Background: an optimization exercise with open tools, aiming at small area and a short achievable clock period. Do not read the settings as production practice.
Only simulation tests tie the RTL to the original design; equivalence was not proved.

==> flow/design.v, too long to show whole: its modules and the start of the top module <==
// module iq_comp: 607 lines
// module iq_a21o: 3 lines
// module iq_a21oi: 3 lines
// module iq_a22o: 3 lines
// module iq_a22oi: 3 lines
// module iq_and2: 3 lines
// module iq_fa: 3 lines
// module iq_ha: 3 lines
// module iq_inv: 3 lines
// module iq_maj3: 3 lines
// module iq_mux2i: 3 lines
// module iq_mux2x2: 3 lines
// module iq_nand2: 3 lines
// module iq_nor2: 3 lines
// module iq_nor3: 3 lines
// module iq_o21ai: 3 lines
// module iq_or2: 3 lines
// module iq_xnor2: 3 lines
// module iq_xor2: 3 lines
// module iq_xor3: 3 lines
// module iq_benc: 9 lines
// module iq_bencn: 9 lines
// module iq_add13: 3 lines
module iq_comp (
	input clk, RESETn,
	input freeze_iqcomp,
	input [1:0] op_mode,
	input [3:0] Ix, Qx,
	input signed [12:0] Wr_in, Wj_in,
	output reg signed [3:0] Iy, Qy,
	output wire settled,
	output reg signed [12:0] Wr, Wj
);
  // ...
==> flow/flow/run.sh <==
#!/bin/bash
# Layout flow: the standard flow, with two changes:
#  - synthesis maps the RTL's leaf modules to the cells given in
#    flow/cells_map.v (via ORFS's SYNTH_CANONICALIZE_TCL hook);
#  - port buffers are buf_1 cells.
set -euo pipefail
here=$(pwd)
export SYNTH_CANONICALIZE_TCL="$here/flow/canon.tcl"
export BUFFER_PORTS_ARGS="-buffer_cell sky130_fd_sc_hd__buf_1"
bash standard.sh > "$here/standard.log" 2>&1
==> flow/flow/canon.tcl <==
# Sourced by ORFS's synthesis canonicalize step (SYNTH_CANONICALIZE_TCL):
# replaces the leaf modules of the RTL by their cell-level views in
# cells_map.v (same functions, as sky130 cells).
set here [file dirname [file normalize [info script]]]
set f [open [file join $here leaf_modules.txt] r]
set leaves [string trim [read $f]]
close $f
foreach m $leaves {
  delete =$m
}
read_verilog [file join $here cells_map.v]
hierarchy -check -top $::env(DESIGN_NAME)
==> flow/flow/cells_map.v <==
// Generated by gen/gen17.py: cell-level views of the leaf modules of rtl/iq_comp.v

module iq_a21o (input a, b, c, output y);
sky130_fd_sc_hd__a21o_1 g (.A1(a), .A2(b), .B1(c), .X(y));
endmodule

module iq_a21oi (input a, b, c, output y);
sky130_fd_sc_hd__a21oi_1 g (.A1(a), .A2(b), .B1(c), .Y(y));
endmodule

module iq_a22o (input a, b, c, d, output y);
sky130_fd_sc_hd__a22o_1 g (.A1(a), .A2(b), .B1(c), .B2(d), .X(y));
endmodule

module iq_a22oi (input a, b, c, d, output y);
sky130_fd_sc_hd__a22oi_1 g (.A1(a), .A2(b), .B1(c), .B2(d), .Y(y));
endmodule

module iq_and2 (input a, b, output y);
sky130_fd_sc_hd__and2_1 g (.A(a), .B(b), .X(y));
endmodule

module iq_fa (input a, b, c, output s, co);
sky130_fd_sc_hd__fa_1 g (.A(a), .B(b), .CIN(c), .SUM(s), .COUT(co));
endmodule

module iq_ha (input a, b, output s, co);
sky130_fd_sc_hd__ha_1 g (.A(a), .B(b), .SUM(s), .COUT(co));
endmodule

module iq_inv (input a, output y);
sky130_fd_sc_hd__inv_1 g (.A(a), .Y(y));
endmodule

module iq_maj3 (input a, b, c, output y);
sky130_fd_sc_hd__maj3_1 g (.A(a), .B(b), .C(c), .X(y));
endmodule

module iq_mux2i (input a0, a1, s, output y);
sky130_fd_sc_hd__mux2i_1 g (.A0(a0), .A1(a1), .S(s), .Y(y));
endmodule

module iq_mux2x2 (input a0, a1, s, output y);
sky130_fd_sc_hd__mux2_2 g (.A0(a0), .A1(a1), .S(s), .X(y));
endmodule

module iq_nand2 (input a, b, output y);
sky130_fd_sc_hd__nand2_1 g (.A(a), .B(b), .Y(y));
endmodule

module iq_nor2 (input a, b, output y);
sky130_fd_sc_hd__nor2_1 g (.A(a), .B(b), .Y(y));
endmodule

module iq_nor3 (input a, b, c, output y);
sky130_fd_sc_hd__nor3_1 g (.A(a), .B(b), .C(c), .Y(y));
endmodule

module iq_o21ai (input a, b, c, output y);
sky130_fd_sc_hd__o21ai_0 g (.A1(a), .A2(b), .B1(c), .Y(y));
endmodule

module iq_or2 (input a, b, output y);
sky130_fd_sc_hd__or2_1 g (.A(a), .B(b), .X(y));
endmodule

module iq_xnor2 (input a, b, output y);
sky130_fd_sc_hd__xnor2_1 g (.A(a), .B(b), .Y(y));
endmodule

module iq_xor2 (input a, b, output y);
sky130_fd_sc_hd__xor2_1 g (.A(a), .B(b), .X(y));
endmodule

module iq_xor3 (input a, b, c, output y);
sky130_fd_sc_hd__xor3_1 g (.A(a), .B(b), .C(c), .X(y));
endmodule

module iq_benc (input [3:0] I, output [5:0] e);
wire nI0, nI1, e1n, f;
sky130_fd_sc_hd__inv_1 g0 (.A(I[0]), .Y(nI0));
sky130_fd_sc_hd__inv_4 g1 (.A(nI0), .Y(e[0]));
sky130_fd_sc_hd__inv_1 g2 (.A(I[1]), .Y(nI1));
sky130_fd_sc_hd__and2b_4 g3 (.A_N(I[0]), .B(I[1]), .X(e[1]));
sky130_fd_sc_hd__inv_4 g4 (.A(nI1), .Y(e[2]));
sky130_fd_sc_hd__xnor2_1 g5 (.A(I[1]), .B(I[2]), .Y(e1n));
sky130_fd_sc_hd__inv_4 g6 (.A(e1n), .Y(e[3]));
sky130_fd_sc_hd__xor2_1 g7 (.A(I[3]), .B(I[2]), .X(f));
sky130_fd_sc_hd__nor2b_4 g8 (.A(f), .B_N(e1n), .Y(e[4]));
sky130_fd_sc_hd__inv_4 g9 (.A(I[3]), .Y(e[5]));
endmodule

module iq_bencn (input [3:0] I, output [5:0] e);
wire nI0, nI3, e1n, f;
sky130_fd_sc_hd__inv_1 g0 (.A(I[0]), .Y(nI0));
sky130_fd_sc_hd__inv_4 g1 (.A(nI0), .Y(e[0]));
sky130_fd_sc_hd__and2b_4 g3 (.A_N(I[0]), .B(I[1]), .X(e[1]));
sky130_fd_sc_hd__inv_4 g4 (.A(I[1]), .Y(e[2]));
sky130_fd_sc_hd__xnor2_1 g5 (.A(I[1]), .B(I[2]), .Y(e1n));
sky130_fd_sc_hd__inv_4 g6 (.A(e1n), .Y(e[3]));
sky130_fd_sc_hd__xor2_1 g7 (.A(I[3]), .B(I[2]), .X(f));
sky130_fd_sc_hd__nor2b_4 g8 (.A(f), .B_N(e1n), .Y(e[4]));
sky130_fd_sc_hd__inv_1 g9 (.A(I[3]), .Y(nI3));
sky130_fd_sc_hd__inv_4 g10 (.A(nI3), .Y(e[5]));
endmodule



module iq_add13(A, B, s);
  input [12:0] A;
  wire [12:0] A;
  input [12:0] B;
  wire [12:0] B;
  output [12:0] s;
  wire [12:0] s;
  wire _00_;
  wire _01_;
  wire _02_;
  wire _03_;
  wire _04_;
  wire _05_;
  wire _06_;
  wire _07_;
  wire _08_;
  wire _09_;
  wire _10_;
  wire _11_;
  wire _12_;
  wire _13_;
  wire _14_;
  wire _15_;
  wire _16_;
  wire _17_;
  wire _18_;
  wire _19_;
  wire _20_;
  wire _21_;
  wire _22_;
  wire _23_;
  wire _24_;
  wire _25_;
  wire _26_;
  wire _27_;
  wire _28_;
  wire _29_;
  wire _30_;
  wire _31_;
  wire _32_;
  wire _33_;
  wire _34_;
  wire _35_;
  wire _36_;
  wire _37_;
  wire _38_;
  sky130_fd_sc_hd__nand2_1 _39_ (
    .A(A[0]),
    .B(B[0]),
    .Y(_00_)
  );
  sky130_fd_sc_hd__xor2_1 _40_ (
    .A(A[0]),
    .B(B[0]),
    .X(s[0])
  );
  sky130_fd_sc_hd__nor2_1 _41_ (
    .A(A[11]),
    .B(B[11]),
    .Y(_01_)
  );
  sky130_fd_sc_hd__nand2_1 _42_ (
    .A(A[11]),
    .B(B[11]),
    .Y(_02_)
  );
  sky130_fd_sc_hd__and2_0 _43_ (
    .A(A[10]),
    .B(B[10]),
    .X(_03_)
  );
  sky130_fd_sc_hd__nor2_1 _44_ (
    .A(A[10]),
    .B(B[10]),
    .Y(_04_)
  );
  sky130_fd_sc_hd__nor2_1 _45_ (
    .A(_03_),
    .B(_04_),
    .Y(_05_)
  );
  sky130_fd_sc_hd__nand2_1 _46_ (
    .A(A[9]),
    .B(B[9]),
    .Y(_06_)
  );
  sky130_fd_sc_hd__or2_0 _47_ (
    .A(A[9]),
    .B(B[9]),
    .X(_07_)
  );
  sky130_fd_sc_hd__nand2_1 _48_ (
    .A(A[8]),
    .B(B[8]),
    .Y(_08_)
  );
  sky130_fd_sc_hd__xnor2_1 _49_ (
    .A(A[8]),
    .B(B[8]),
    .Y(_09_)
  );
  sky130_fd_sc_hd__and2_0 _50_ (
    .A(A[7]),
    .B(B[7]),
    .X(_10_)
  );
  sky130_fd_sc_hd__nor2_1 _51_ (
    .A(A[7]),
    .B(B[7]),
    .Y(_11_)
  );
  sky130_fd_sc_hd__and2_0 _52_ (
    .A(A[6]),
    .B(B[6]),
    .X(_12_)
  );
  sky130_fd_sc_hd__nor2_1 _53_ (
    .A(A[6]),
    .B(B[6]),
    .Y(_13_)
  );
  sky130_fd_sc_hd__nor2_1 _54_ (
    .A(_12_),
    .B(_13_),
    .Y(_14_)
  );
  sky130_fd_sc_hd__nand2_1 _55_ (
    .A(A[1]),
    .B(B[1]),
    .Y(_15_)
  );
  sky130_fd_sc_hd__nor2_1 _56_ (
    .A(A[1]),
    .B(B[1]),
    .Y(_16_)
  );
  sky130_fd_sc_hd__xor2_1 _57_ (
    .A(A[1]),
    .B(B[1]),
    .X(_17_)
  );
  sky130_fd_sc_hd__o21ai_0 _58_ (
    .A1(_00_),
    .A2(_16_),
    .B1(_15_),
    .Y(_18_)
  );
  sky130_fd_sc_hd__xnor2_1 _59_ (
    .A(A[2]),
    .B(B[2]),
    .Y(_19_)
  );
  sky130_fd_sc_hd__maj3_1 _60_ (
    .A(A[2]),
    .B(B[2]),
    .C(_18_),
    .X(_20_)
  );
  sky130_fd_sc_hd__xnor2_1 _61_ (
    .A(A[3]),
    .B(B[3]),
    .Y(_21_)
  );
  sky130_fd_sc_hd__maj3_1 _62_ (
    .A(A[3]),
    .B(B[3]),
    .C(_20_),
    .X(_22_)
  );
  sky130_fd_sc_hd__xnor2_1 _63_ (
    .A(A[4]),
    .B(B[4]),
    .Y(_23_)
  );
  sky130_fd_sc_hd__maj3_1 _64_ (
    .A(A[4]),
    .B(B[4]),
    .C(_22_),
    .X(_24_)
  );
  sky130_fd_sc_hd__xnor2_1 _65_ (
    .A(A[5]),
    .B(B[5]),
    .Y(_25_)
  );
  sky130_fd_sc_hd__maj3_1 _66_ (
    .A(A[5]),
    .B(B[5]),
    .C(_24_),
    .X(_26_)
  );
  sky130_fd_sc_hd__a21o_1 _67_ (
    .A1(_14_),
    .A2(_26_),
    .B1(_12_),
    .X(_27_)
  );
  sky130_fd_sc_hd__a211oi_1 _68_ (
    .A1(_14_),
    .A2(_26_),
    .B1(_10_),
    .C1(_12_),
    .Y(_28_)
  );
  sky130_fd_sc_hd__nor2_1 _69_ (
    .A(_11_),
    .B(_28_),
    .Y(_29_)
  );
  sky130_fd_sc_hd__o31ai_1 _70_ (
    .A1(_09_),
    .A2(_11_),
    .A3(_28_),
    .B1(_08_),
    .Y(_30_)
  );
  sky130_fd_sc_hd__o311ai_0 _71_ (
    .A1(_09_),
    .A2(_11_),
    .A3(_28_),
    .B1(_08_),
    .C1(_06_),
    .Y(_31_)
  );
  sky130_fd_sc_hd__nand2_1 _72_ (
    .A(_07_),
    .B(_31_),
    .Y(_32_)
  );
  sky130_fd_sc_hd__a31oi_1 _73_ (
    .A1(_05_),
    .A2(_07_),
    .A3(_31_),
    .B1(_03_),
    .Y(_33_)
  );
  sky130_fd_sc_hd__o21ai_0 _74_ (
    .A1(_01_),
    .A2(_33_),
    .B1(_02_),
    .Y(_34_)
  );
  sky130_fd_sc_hd__xnor2_1 _75_ (
    .A(A[12]),
    .B(B[12]),
    .Y(_35_)
  );
  sky130_fd_sc_hd__xnor2_1 _76_ (
    .A(_34_),
    .B(_35_),
    .Y(s[12])
  );
  sky130_fd_sc_hd__nor2b_1 _77_ (
    .A(_01_),
    .B_N(_02_),
    .Y(_36_)
  );
  sky130_fd_sc_hd__xnor2_1 _78_ (
    .A(_33_),
    .B(_36_),
    .Y(s[11])
  );
  sky130_fd_sc_hd__xnor2_1 _79_ (
    .A(_05_),
    .B(_32_),
    .Y(s[10])
  );
  sky130_fd_sc_hd__nand2_1 _80_ (
    .A(_06_),
    .B(_07_),
    .Y(_37_)
  );
  sky130_fd_sc_hd__xnor2_1 _81_ (
    .A(_30_),
    .B(_37_),
    .Y(s[9])
  );
  sky130_fd_sc_hd__xnor2_1 _82_ (
    .A(_09_),
    .B(_29_),
    .Y(s[8])
  );
  sky130_fd_sc_hd__or2_0 _83_ (
    .A(_10_),
    .B(_11_),
    .X(_38_)
  );
  sky130_fd_sc_hd__xnor2_1 _84_ (
    .A(_27_),
    .B(_38_),
    .Y(s[7])
  );
  sky130_fd_sc_hd__xor2_1 _85_ (
    .A(_14_),
    .B(_26_),
    .X(s[6])
  );
  sky130_fd_sc_hd__xnor2_1 _86_ (
    .A(_24_),
    .B(_25_),
    .Y(s[5])
  );
  sky130_fd_sc_hd__xnor2_1 _87_ (
    .A(_22_),
    .B(_23_),
    .Y(s[4])
  );
  sky130_fd_sc_hd__xnor2_1 _88_ (
    .A(_20_),
    .B(_21_),
    .Y(s[3])
  );
  sky130_fd_sc_hd__xnor2_1 _89_ (
    .A(_18_),
    .B(_19_),
    .Y(s[2])
  );
  sky130_fd_sc_hd__xnor2_1 _90_ (
    .A(_00_),
    .B(_17_),
    .Y(s[1])
  );
endmodule
==> flow/flow/leaf_modules.txt <==
iq_a21o iq_a21oi iq_a22o iq_a22oi iq_and2 iq_fa iq_ha iq_inv iq_maj3 iq_mux2i iq_mux2x2 iq_nand2 iq_nor2 iq_nor3 iq_o21ai iq_or2 iq_xnor2 iq_xor2 iq_xor3 iq_benc iq_bencn iq_add13
==> flow/standard.sh <==
#!/bin/bash
# synth_recipe.tcl (not shown) runs the flow's synth.tcl, then flattens the netlist and writes it again
# the make line also repeats each setting of config.mk as NAME=value (left out here)
make -C /OpenROAD-flow-scripts/flow DESIGN_CONFIG=/design/flow/config.mk WORK_HOME=/design/flow/orfs CLKGATE_MAP_FILE= SYNTH_SCRIPT=/design/flow/synth_recipe.tcl "${@:-finish}"
==> flow/config.mk <==
export PLATFORM = sky130hd
export DESIGN_NAME = iq_comp
export DESIGN_NICKNAME = iq_comp
export VERILOG_FILES = /design/flow/design.v
export SDC_FILE = /design/flow/constraint.sdc
export NUM_CORES = 4
export LEC_CHECK = 0
export CAP_MARGIN = 20
export CORE_MARGIN = 2
export CORE_UTILIZATION = 40
export CTS_BUF_LIST = sky130_fd_sc_hd__clkbuf_8
export SETUP_SLACK_MARGIN = 2.5
export SLEW_MARGIN = 20
export SYNTH_HIERARCHICAL = 1
export SYNTH_MINIMUM_KEEP_SIZE = 0
==> flow/constraint.sdc <==
create_clock -name core_clock -period 8.0 [get_ports {clk}]
set_input_delay 1.6000 -clock core_clock [delete_from_list [all_inputs] [get_ports {clk}]]
set_output_delay 1.6000 -clock core_clock [all_outputs]
set_load 0.01 [all_outputs]
==> impl_metrics.json, run 1 <==
{
  "pre_cts_slack_ns": 1.57,
  "detail-route-antenna-nets": 0,
  "clock_path_buffers": 2,
  "wl_per_cell_um": 17.4,
  "overflow": 0,
  "path_depth": 15,
  "dpl.hpwl_um": 14400,
  "min_from": "Wj[12]$_DFF_P_",
  "avgViaCountPerCell": 5.42,
  "status": "timing/DRC/antenna clean",
  "critPathLaunch": "op_mode[0]",
  "setup_viol": 0,
  "hold_path.class": "flop to flop",
  "synth_xor_area_frac": 0.253,
  "tightest_slew_ns": 0.590,
  "antenna_found_initial": 0,
  "grt_pass1_wl_um": 29600,
  "fin_nets": 999,
  "fp.dieH_um": 136,
  "synth-simple-area-share": 0.119,
  "r2r-end": "Wr[12]$_DFF_P_",
  "final_core_util": 0.455,
  "ys_warn_count": 7,
  "post_dp_cell_area_um2": 7510,
  "dieArea_um2": 18400,
  "required_ns": 8.23,
  "synthDistinctLibCells": 36,
  "synth_seq_cells": 34,
  "regArea_um2": 681,
  "dpl.cell_count": 1074,
  "synthMuxAreaShare": 0.0538,
  "post-synth-top-count-cell": "xnor2_1",
  "clk_latency_ns": 0.31
}
==> run 2: changes to the inputs <==
--- a/flow/config.mk
+++ b/flow/config.mk
@@ -9,7 +9,7 @@
 export CORE_MARGIN = 2
 export CORE_UTILIZATION = 40
 export CTS_BUF_LIST = sky130_fd_sc_hd__clkbuf_8
-export SETUP_SLACK_MARGIN = 2.5
+export SETUP_SLACK_MARGIN = 2.4
 export SLEW_MARGIN = 20
 export SYNTH_HIERARCHICAL = 1
 export SYNTH_MINIMUM_KEEP_SIZE = 0
==> impl_metrics.json, run 2 <==
{
  "setup_viol": 0,
  "firstDrtPassIters": 6,
  "cp-start-kind": "input pin",
  "num_antenna_cells": 0,
  "drt-total-wl_um": 18500,
  "avgViaCountPerCell": 5.40,
  "layout_commonest_cell": "xnor2_1",
  "fmax_mhz": 188,
  "status": "timing/DRC/antenna clean",
  "worstPathMaxFanout": 17,
  "synth_xor_area_frac": 0.253,
  "wl_per_cell_um": 17.1,
  "syn_area_per_cell_um2": 8.97,
  "overflow": 0,
  "critical_path_arrival_ns": 5.56,
  "die_w_um": 136,
  "cts-root-buf": "clkbuf_8",
  "num_vias": 5841,
  "final.setup.tns_ns": 0,
  "synthDistinctLibCells": 36,
  "ys_warn_count": 7,
  "period_minus_slack_ns": 5.33,
  "grt_pass1_wl_um": 29600,
  "antenna_found_initial": 0,
  "cts_made_buffers": 5,
  "clock_path_buffers": 2,
  "post-route-cell-area_um2": 7650,
  "ys_seq_area_frac": 0.0982,
  "grt_usage": 0.205,
  "cts.sinks": 34,
  "dieArea_um2": 18400,
  "clkTransAtPathRegs_ns": 0.07,
  "synthMuxAreaShare": 0.0538,
  "core_um2": 17100,
  "drcViolationCount": 0,
  "synth_common_cells": "xnor2_1, a22oi_1, nand2_1",
  "synth_fa_ha_area_frac": 0.260,
  "holdBufCountCts": 0,
  "synth_edf_count": 0,
  "tightest_slew_ns": 0.593,
  "syn-instance-count": 772,
  "maxSlewHeadroom": 0.599,
  "port_buffers": 73,
  "synth_top_family_by_area": "adder cells",
  "place_congestion": 0.872,
  "clk_latency_ns": 0.31,
  "hold_path.class": "flop to flop",
  "fin_nets": 989,
  "h-tree-depth": 2,
  "maxSlewViolCount": 0,
  "maxCapViolations": 0,
  "synth_seq_cells": 34,
  "fill_cells": 1740,
  "cts_setup_buffers": 0,
  "yosys-top-cells-area": "fa_1, xnor2_1, dfxtp_1, a22oi_1, ha_1",
  "drt_iter0_drc": 339,
  "synth-simple-area-share": 0.119,
  "grt_max_degree": 27,
  "synthFlopType": "dfxtp_1",
  "async_flop_share": 0,
  "period_share": 0.667,
  "drive_above_1_share": 0.0840,
  "endpoint_kind": "flop",
  "ios": 74,
  "dpl.hpwl_um": 14400,
  "required_ns": 8.23,
  "post_dp_cell_area_um2": 7510,
  "finalHoldViolCount": 0,
  "rsz0062_at_grt": "false",
  "reg.largest.list": "Wj: 13 flops, Wr: 13 flops",
  "synthDominantCellAreaShare": 0.188,
  "grt_pass1_vias": 5574,
  "detail-route-antenna-nets": 0,
  "post-synth-top-count-cell": "xnor2_1",
  "rows": 48,
  "area_growth_pct": 10.4,
  "finalClockSkew_ns": 0.00956,
  "fp.dieH_um": 136,
  "most-common-layout-cells": "xnor2_1, a22oi_1, nand2_1",
  "cts_tree": "done",
  "start_util": 0.405,
  "critPathKind": "input pin to flop",
  "synth_area_leader_cell": "fa_1",
  "synth-compound-area-share": 0.173,
  "synth_area_um2": 6930
}
[run 2: changes by cell type in the layout (fill, tap and decap cells not counted), sizes merged]
cell / before / now
buf: 80 / 73
clkbuf: 11 / 10
nor2b: 10 / 8
[run 2: timing repair]
action,CTS,global route
gates resized for setup,5,15
setup endpoints to repair,8,8
pin swaps,0,3
[run 2: worst max-delay path: stages]
cell and delay (ns):
buf_6 0.18, buf_6 0.18, mux2_2 0.40, a22oi_1 0.23, xnor2_1 0.12, ha_1 0.33
fa_1 0.47, fa_2 0.59, xor3_1 0.37, nor2_1 0.16, o21ai_0 0.10, a21o_1 0.19
xor2_1 0.15, a21o_1 0.25, mux2i_1 0.23
[run 2: cells by family after synthesis]
logic type	after synthesis
XOR/XNOR	190
AND/OR/NAND/NOR	174
buffers and inverters	66
AO/OA/AOI/OAI	165
flip-flops	34
multiplexers	34
adder cells (fa/ha/maj)	108
other	1
[run 2: area by class of cell]
cell class	count	area (µm²)	share of cell area
multi-input cells	673	5990	0.783
flip-flops and latches	34	681	0.0890
repair buffers	77	320	0.0419
inverters	65	284	0.0371
well taps	225	282	0.0368
clock buffers	6	82.6	0.0108
clock inverters	2	8.76	0.00114
[run 2: final timing paths]
path | startpoint | endpoint | slack, ns | cells after the start
min | Wj[12]$_DFF_P_ | Wj[12]$_DFF_P_ | 0.72 | 2
min reg2reg | Wj[12]$_DFF_P_ | Wj[12]$_DFF_P_ | 0.72 | 2
max | op_mode[0] | Qy[1]$_DFF_P_ | 2.67 | 15
max reg2reg | Qy[0]$_DFF_P_ | Wr[12]$_DFF_P_ | 3.18 | 13
[run 2: Yosys stat by module, one instance, submodules excluded, a selection]
| module | flops+latches | area [µm²] | times used | cells inside |
|---|---|---|---|---|
| iq_nor2 | 0 | 3.75 | 38 | 1 |
| iq_or2 | 0 | 6.26 | 2 | 1 |
| iq_mux2x2 | 0 | 11.3 | 26 | 1 |
| iq_o21ai | 0 | 5.00 | 14 | 1 |
| iq_benc | 0 | 73.8 | 3 | 10 |
| iq_mux2i | 0 | 10.0 | 8 | 1 |
| iq_fa | 0 | 20.0 | 65 | 1 |
| iq_comp | 34 | 838 | 1 | 62 |
| iq_nor3 | 0 | 5.00 | 2 | 1 |
| iq_maj3 | 0 | 10.0 | 6 | 1 |
| iq_a22oi | 0 | 7.51 | 88 | 1 |
[run 2: metrics by stage]
stage | std cells | setup WS, ns | hold slack [ns] | utilization
after detailed placement | 1074 | 1.57 | 0.701 | 0.439
after CTS | 1082 | 2.48 | 0.719 | 0.444
final | 1082 | 2.67 | 0.720 | 0.447
after floorplan | 773 | 3.05 | 0.691 | -
after global routing | 1082 | 2.41 | 0.748 | 0.447
after global placement | 1074 | 1.67 | 0.709 | 0.439
[run 2: metal layers]
layer  wire, µm  global-route usage  vias up  part of all wire
li1           -                   -     2809                 -
met1       8700               0.294     2835              0.47
met2       8520               0.326      177              0.46
met3        920              0.0239       20             0.050
met4        348              0.0579        0             0.019
met5          0                   0        -                 0

-- separate check: timing with driven ports --
The results above use ideal ports. As a check the final layouts listed here were re-extracted and re-timed, cells and wires unchanged. Step 1, drivers: a clkbuf_16 drives clk and a buf_2 each remaining input, both assumed. Step 2 times the ports against the registers' clock, not the clock port: input delays grow and output delays shrink by t, the midpoint of the rising clock arrivals with the driver on. Slacks: ideal ports / drivers / drivers and shift; pairs: ideal ports / drivers.
run | t, ns | setup slack, ns | worst setup path at the end | clock arrival spread, ns | cell pins on the clock port's net
run 1 | 0.337 | 2.738 / 2.708 / 2.371 | input to register | 0.010 / 0.010 | 1
run 2 | 0.339 | 2.667 / 2.667 / 2.328 | input to register | 0.010 / 0.010 | 1
After both steps setup and hold are still met in every run listed. The setup slack of run 1, which loses most, moves by -0.030 ns with the drivers and by -0.367 ns with both steps.
